Background: an optimization exercise with open tools, aiming at small area. Do not read the settings as production practice.
At most, simulation tests tie the RTL to the original design; equivalence was not proved.
Power is estimated from default activity; no workload was simulated.

==> flow/design.v <==
module booth_enc4 (
    input  [7:0] k,
    output [3:0] one,
    output [3:0] two,
    output [3:0] neg
);
    wire [8:0] kx = {k, 1'b0};
    genvar i;
    generate
        for (i = 0; i < 4; i = i + 1) begin : dig
            wire b0 = kx[2*i];
            wire b1 = kx[2*i+1];
            wire b2 = kx[2*i+2];
            assign one[i] = b1 ^ b0;
            assign two[i] = (b2 & ~b1 & ~b0) | (~b2 & b1 & b0);
            assign neg[i] = b2;
        end
    endgenerate
endmodule
module mac_lane (
    input  [8:0] a,
    input  [3:0] one,
    input  [3:0] two,
    input  [3:0] neg,
    input  [7:0] q,
    output [8:0] y
);
    wire t1 = (one[0] & q[0]) ^ neg[0];
    wire t2 = ((one[0] & q[1]) | (two[0] & q[0])) ^ neg[0];
    wire t3 = ((one[0] & q[2]) | (two[0] & q[1])) ^ neg[0];
    wire t4 = ((one[0] & q[3]) | (two[0] & q[2])) ^ neg[0];
    wire t5 = ((one[0] & q[4]) | (two[0] & q[3])) ^ neg[0];
    wire t6 = ((one[0] & q[5]) | (two[0] & q[4])) ^ neg[0];
    wire t7 = ((one[0] & q[6]) | (two[0] & q[5])) ^ neg[0];
    wire t8 = ((one[0] & q[7]) | (two[0] & q[6])) ^ neg[0];
    wire t9 = ((one[0] & q[7]) | (two[0] & q[7])) ^ neg[0];
    wire t10 = (one[1] & q[0]) ^ neg[1];
    wire t11 = ((one[1] & q[1]) | (two[1] & q[0])) ^ neg[1];
    wire t12 = ((one[1] & q[2]) | (two[1] & q[1])) ^ neg[1];
    wire t13 = ((one[1] & q[3]) | (two[1] & q[2])) ^ neg[1];
    wire t14 = ((one[1] & q[4]) | (two[1] & q[3])) ^ neg[1];
    wire t15 = ((one[1] & q[5]) | (two[1] & q[4])) ^ neg[1];
    wire t16 = ((one[1] & q[6]) | (two[1] & q[5])) ^ neg[1];
    wire t17 = (one[2] & q[0]) ^ neg[2];
    wire t18 = ((one[2] & q[1]) | (two[2] & q[0])) ^ neg[2];
    wire t19 = ((one[2] & q[2]) | (two[2] & q[1])) ^ neg[2];
    wire t20 = ((one[2] & q[3]) | (two[2] & q[2])) ^ neg[2];
    wire t21 = ((one[2] & q[4]) | (two[2] & q[3])) ^ neg[2];
    wire t22 = (one[3] & q[0]) ^ neg[3];
    wire t23 = ((one[3] & q[1]) | (two[3] & q[0])) ^ neg[3];
    wire t24 = ((one[3] & q[2]) | (two[3] & q[1])) ^ neg[3];
    wire t25 = a[0] ^ neg[0];
    wire t26 = a[0] & neg[0];
    wire t27 = a[1] ^ t26;
    wire t28 = a[1] & t26;
    wire t29 = a[2] ^ neg[1] ^ t3;
    wire t30 = (a[2] & neg[1]) | (a[2] & t3) | (neg[1] & t3);
    wire t31 = t10 ^ t28;
    wire t32 = t10 & t28;
    wire t33 = a[3] ^ t4 ^ t11;
    wire t34 = (a[3] & t4) | (a[3] & t11) | (t4 & t11);
    wire t35 = t32 ^ t30;
    wire t36 = t32 & t30;
    wire t37 = a[4] ^ neg[2] ^ t5;
    wire t38 = (a[4] & neg[2]) | (a[4] & t5) | (neg[2] & t5);
    wire t39 = t12 ^ t17 ^ t37;
    wire t40 = (t12 & t17) | (t12 & t37) | (t17 & t37);
    wire t41 = t34 ^ t36;
    wire t42 = t34 & t36;
    wire t43 = a[5] ^ t6 ^ t13;
    wire t44 = (a[5] & t6) | (a[5] & t13) | (t6 & t13);
    wire t45 = t18 ^ t38 ^ t43;
    wire t46 = (t18 & t38) | (t18 & t43) | (t38 & t43);
    wire t47 = t40 ^ t42;
    wire t48 = t40 & t42;
    wire t49 = a[6] ^ neg[3] ^ t7;
    wire t50 = (a[6] & neg[3]) | (a[6] & t7) | (neg[3] & t7);
    wire t51 = t14 ^ t19 ^ t22;
    wire t52 = (t14 & t19) | (t14 & t22) | (t19 & t22);
    wire t53 = t49 ^ t44 ^ t51;
    wire t54 = (t49 & t44) | (t49 & t51) | (t44 & t51);
    wire t55 = t46 ^ t53;
    wire t56 = t46 & t53;
    wire t57 = a[7] ^ t8 ^ t15;
    wire t58 = (a[7] & t8) | (a[7] & t15) | (t8 & t15);
    wire t59 = t20 ^ t23 ^ t50;
    wire t60 = (t20 & t23) | (t20 & t50) | (t23 & t50);
    wire t61 = t52 ^ t57 ^ t59;
    wire t62 = (t52 & t57) | (t52 & t59) | (t57 & t59);
    wire t63 = t54 ^ t56;
    wire t64 = t54 & t56;
    wire t65 = a[8] ^ t9 ^ t16;
    wire t66 = t21 ^ t24 ^ t58;
    wire t67 = t65 ^ t66 ^ t60;
    wire t68 = t62 ^ t67;
    wire t69 = t1 ^ t25;
    wire t70 = t1 & t25;
    wire t71 = t2 ^ t27 ^ t70;
    wire t72 = (t2 & t27) | (t2 & t70) | (t27 & t70);
    wire t73 = t29 ^ t31 ^ t72;
    wire t74 = (t29 & t31) | (t29 & t72) | (t31 & t72);
    wire t75 = t33 ^ t35 ^ t74;
    wire t76 = (t33 & t35) | (t33 & t74) | (t35 & t74);
    wire t77 = t39 ^ t41 ^ t76;
    wire t78 = (t39 & t41) | (t39 & t76) | (t41 & t76);
    wire t79 = t45 ^ t47 ^ t78;
    wire t80 = (t45 & t47) | (t45 & t78) | (t47 & t78);
    wire t81 = t48 ^ t55 ^ t80;
    wire t82 = (t48 & t55) | (t48 & t80) | (t55 & t80);
    wire t83 = t61 ^ t63 ^ t82;
    wire t84 = (t61 & t63) | (t61 & t82) | (t63 & t82);
    wire t85 = t64 ^ t68 ^ t84;
    assign y = {t85, t83, t81, t79, t77, t75, t73, t71, t69};
endmodule
module Attention_top #(
    parameter INPUT_WIDTH = 8,
    parameter NUM_CODE_WIDTH = 5,
    parameter MATRIX_SIZE = 3,
    parameter ADDR_WIDTH = $clog2(MATRIX_SIZE**2<<2),
    parameter OUTPUT_WIDTH = $clog2(MATRIX_SIZE*(2**INPUT_WIDTH))-1
)(
    input clk,
    input reset_n,
    input start,
    input softmax_req,DATA_write_EN,
    input  [INPUT_WIDTH*MATRIX_SIZE-1:0] Q_INPUT,
    input [INPUT_WIDTH*MATRIX_SIZE-1:0] MATRIX_INPUT,
    output [MATRIX_SIZE*OUTPUT_WIDTH-1:0] Output_RESULT,
    input output_req
);
    reg [2:0] jsel;          
    reg [2:0] ph;            
    reg       oreq_d;
    reg [2:0] osel;          
    wire clr = jsel[0];
    always @(posedge clk or negedge reset_n) begin
        if (!reset_n) begin
            jsel <= 3'b000;
            oreq_d <= 1'b0;
        end else begin
            if (start) jsel <= 3'b001;
            else if (ph[1]) jsel <= {jsel[1:0], 1'b0};
            oreq_d <= output_req;
        end
    end
    always @(posedge clk) begin
        ph <= start ? 3'b100 : {ph[1:0], ph[2]};
        if (output_req & ~oreq_d) osel <= ph;
    end
    reg [23:0] qw0, qw1, qw2;
    always @(posedge clk) begin
        if (DATA_write_EN) begin
            qw0 <= Q_INPUT;
            qw1 <= qw0;
            qw2 <= qw1;
        end
    end
    reg [7:0] kc0 [0:2];    
    reg [7:0] kc1 [0:2];
    reg [7:0] kc2 [0:2];
    always @(posedge clk) begin
        if (DATA_write_EN | jsel[0]) begin
            kc0[0] <= kc0[1]; kc0[1] <= kc0[2]; kc0[2] <= MATRIX_INPUT[23:16];
        end
        if (DATA_write_EN | jsel[1]) begin
            kc1[0] <= kc1[1]; kc1[1] <= kc1[2]; kc1[2] <= MATRIX_INPUT[15:8];
        end
        if (DATA_write_EN | jsel[2]) begin
            kc2[0] <= kc2[1]; kc2[1] <= kc2[2]; kc2[2] <= MATRIX_INPUT[7:0];
        end
    end
    wire [7:0] kop = ({8{jsel[0]}} & kc0[0]) | ({8{jsel[1]}} & kc1[0]) | ({8{jsel[2]}} & kc2[0]);
    function [7:0] qsel;
        input [23:0] w;
        input [2:0] s;
        qsel = ({8{s[0]}} & w[23:16]) | ({8{s[1]}} & w[15:8]) | ({8{s[2]}} & w[7:0]);
    endfunction
    wire [7:0] q0op = qsel(qw2, jsel);
    wire [7:0] q1op = qsel(qw1, jsel);
    wire [7:0] q2op = qsel(qw0, jsel);
    reg [26:0] rs0, rs1, rs2;
    wire [8:0] a0 = rs2[26:18] & {9{~clr}};
    wire [8:0] a1 = rs2[17:9]  & {9{~clr}};
    wire [8:0] a2 = rs2[8:0]   & {9{~clr}};
    wire [8:0] y0, y1, y2;
    wire [3:0] b_one, b_two, b_neg;
    booth_enc4 kenc (.k(kop), .one(b_one), .two(b_two), .neg(b_neg));
    mac_lane lane0 (.a(a0), .one(b_one), .two(b_two), .neg(b_neg), .q(q0op), .y(y0));
    mac_lane lane1 (.a(a1), .one(b_one), .two(b_two), .neg(b_neg), .q(q1op), .y(y1));
    mac_lane lane2 (.a(a2), .one(b_one), .two(b_two), .neg(b_neg), .q(q2op), .y(y2));
    always @(posedge clk) begin
        rs0 <= {y0, y1, y2};
        rs1 <= rs0;
        rs2 <= rs1;
    end
    assign Output_RESULT = ({27{osel[0]}} & rs0) | ({27{osel[1]}} & rs1) | ({27{osel[2]}} & rs2);
endmodule
clock: 5.0 ns
lec_check: 0
abc_area: 1
cap_margin: 20
core_margin: 2
core_utilization: 60
cts_cluster_diameter: 100
cts_cluster_size: 30
slew_margin: 20
run.sh (not shown) runs the stock make flow with config.mk's settings and CLKGATE_MAP_FILE= SYNTH_SCRIPT=/design/flow/synth_recipe.tcl, a recipe that flattens the netlist after the stock synthesis.
==> next run, changes <==
--- a/flow/design.v
+++ b/flow/design.v
@@ -1,21 +1,21 @@
 module booth_enc4 (
     input  [7:0] k,
     output [3:0] one,
     output [3:0] two,
-    output [3:0] neg
+    output [3:0] negn
 );
     wire [8:0] kx = {k, 1'b0};
     genvar i;
     generate
         for (i = 0; i < 4; i = i + 1) begin : dig
             wire b0 = kx[2*i];
             wire b1 = kx[2*i+1];
             wire b2 = kx[2*i+2];
             assign one[i] = b1 ^ b0;
             assign two[i] = (b2 & ~b1 & ~b0) | (~b2 & b1 & b0);
-            assign neg[i] = b2;
+            assign negn[i] = ~b2;
         end
     endgenerate
 endmodule
 module mac_lane (
     input  [8:0] a,
@@ -130,11 +130,11 @@
 );
     reg [2:0] jsel;          
     reg [2:0] ph;            
     reg       oreq_d;
     reg [2:0] osel;          
-    wire clr = jsel[0];
+    wire clr = start | (jsel[0] & ~ph[1]);
     always @(posedge clk or negedge reset_n) begin
         if (!reset_n) begin
             jsel <= 3'b000;
             oreq_d <= 1'b0;
         end else begin
@@ -177,21 +177,21 @@
     endfunction
     wire [7:0] q0op = qsel(qw2, jsel);
     wire [7:0] q1op = qsel(qw1, jsel);
     wire [7:0] q2op = qsel(qw0, jsel);
     reg [26:0] rs0, rs1, rs2;
-    wire [8:0] a0 = rs2[26:18] & {9{~clr}};
-    wire [8:0] a1 = rs2[17:9]  & {9{~clr}};
-    wire [8:0] a2 = rs2[8:0]   & {9{~clr}};
+    wire [8:0] a0 = rs2[26:18];
+    wire [8:0] a1 = rs2[17:9];
+    wire [8:0] a2 = rs2[8:0];
     wire [8:0] y0, y1, y2;
     wire [3:0] b_one, b_two, b_neg;
-    booth_enc4 kenc (.k(kop), .one(b_one), .two(b_two), .neg(b_neg));
+    booth_enc4 kenc (.k(kop), .one(b_one), .two(b_two), .negn(b_neg));
     mac_lane lane0 (.a(a0), .one(b_one), .two(b_two), .neg(b_neg), .q(q0op), .y(y0));
     mac_lane lane1 (.a(a1), .one(b_one), .two(b_two), .neg(b_neg), .q(q1op), .y(y1));
     mac_lane lane2 (.a(a2), .one(b_one), .two(b_two), .neg(b_neg), .q(q2op), .y(y2));
     always @(posedge clk) begin
         rs0 <= {y0, y1, y2};
         rs1 <= rs0;
-        rs2 <= rs1;
+        rs2 <= rs1 | {27{clr}};
     end
-    assign Output_RESULT = ({27{osel[0]}} & rs0) | ({27{osel[1]}} & rs1) | ({27{osel[2]}} & rs2);
+    assign Output_RESULT = ~(({27{osel[0]}} & rs0) | ({27{osel[1]}} & rs1) | ({27{osel[2]}} & rs2));
 endmodule
Register-to-register slack degrades by 30 ps.
Sequential power is lower by about 4%.
Wire length came out lower by 4.9%.
Clock skew grows by 6.5 ps.
Clock-buffer cell count rose by 1.
Worst setup slack got worse by 33 ps.
Global-route usage decreases by 0.24 points.
Clock power goes up by about 6%.
Core utilization went up by 3.0 points.
Maximum frequency came out lower by 0.68%.
The RTL of the first run of this note was laid out without a check of its function.

[separate check: timing with driven ports]
The flow's constraints put no driver on any port. The routed layouts listed below were extracted and timed again, unchanged, in two steps. Step 1, drivers: a clkbuf_16 drives clk and a buf_2 each remaining input, both assumed. Step 2 also shifts input and output timing later by t, the mid clock arrival at the registers, as if the neighbouring blocks saw the same clock. Slacks: ideal ports / drivers / drivers and shift; pairs: ideal ports / drivers.
| run | shift t [ns] | setup WS [ns] | latest minus earliest clock arrival (ns) | worst slew at a driven data input, ns |
|---|---|---|---|---|
| the first run | 0.514 | 0.209 / 0.209 / 0.209 | 0.021 / 0.020 | 0.04 |
| the second run | 0.521 | 0.177 / 0.176 / 0.176 | 0.025 / 0.026 | 0.05 |
After both steps every run listed still meets setup and hold. The setup slack of the second run, which loses most, moves by -0.001 ns with the drivers and by -0.001 ns with both steps.
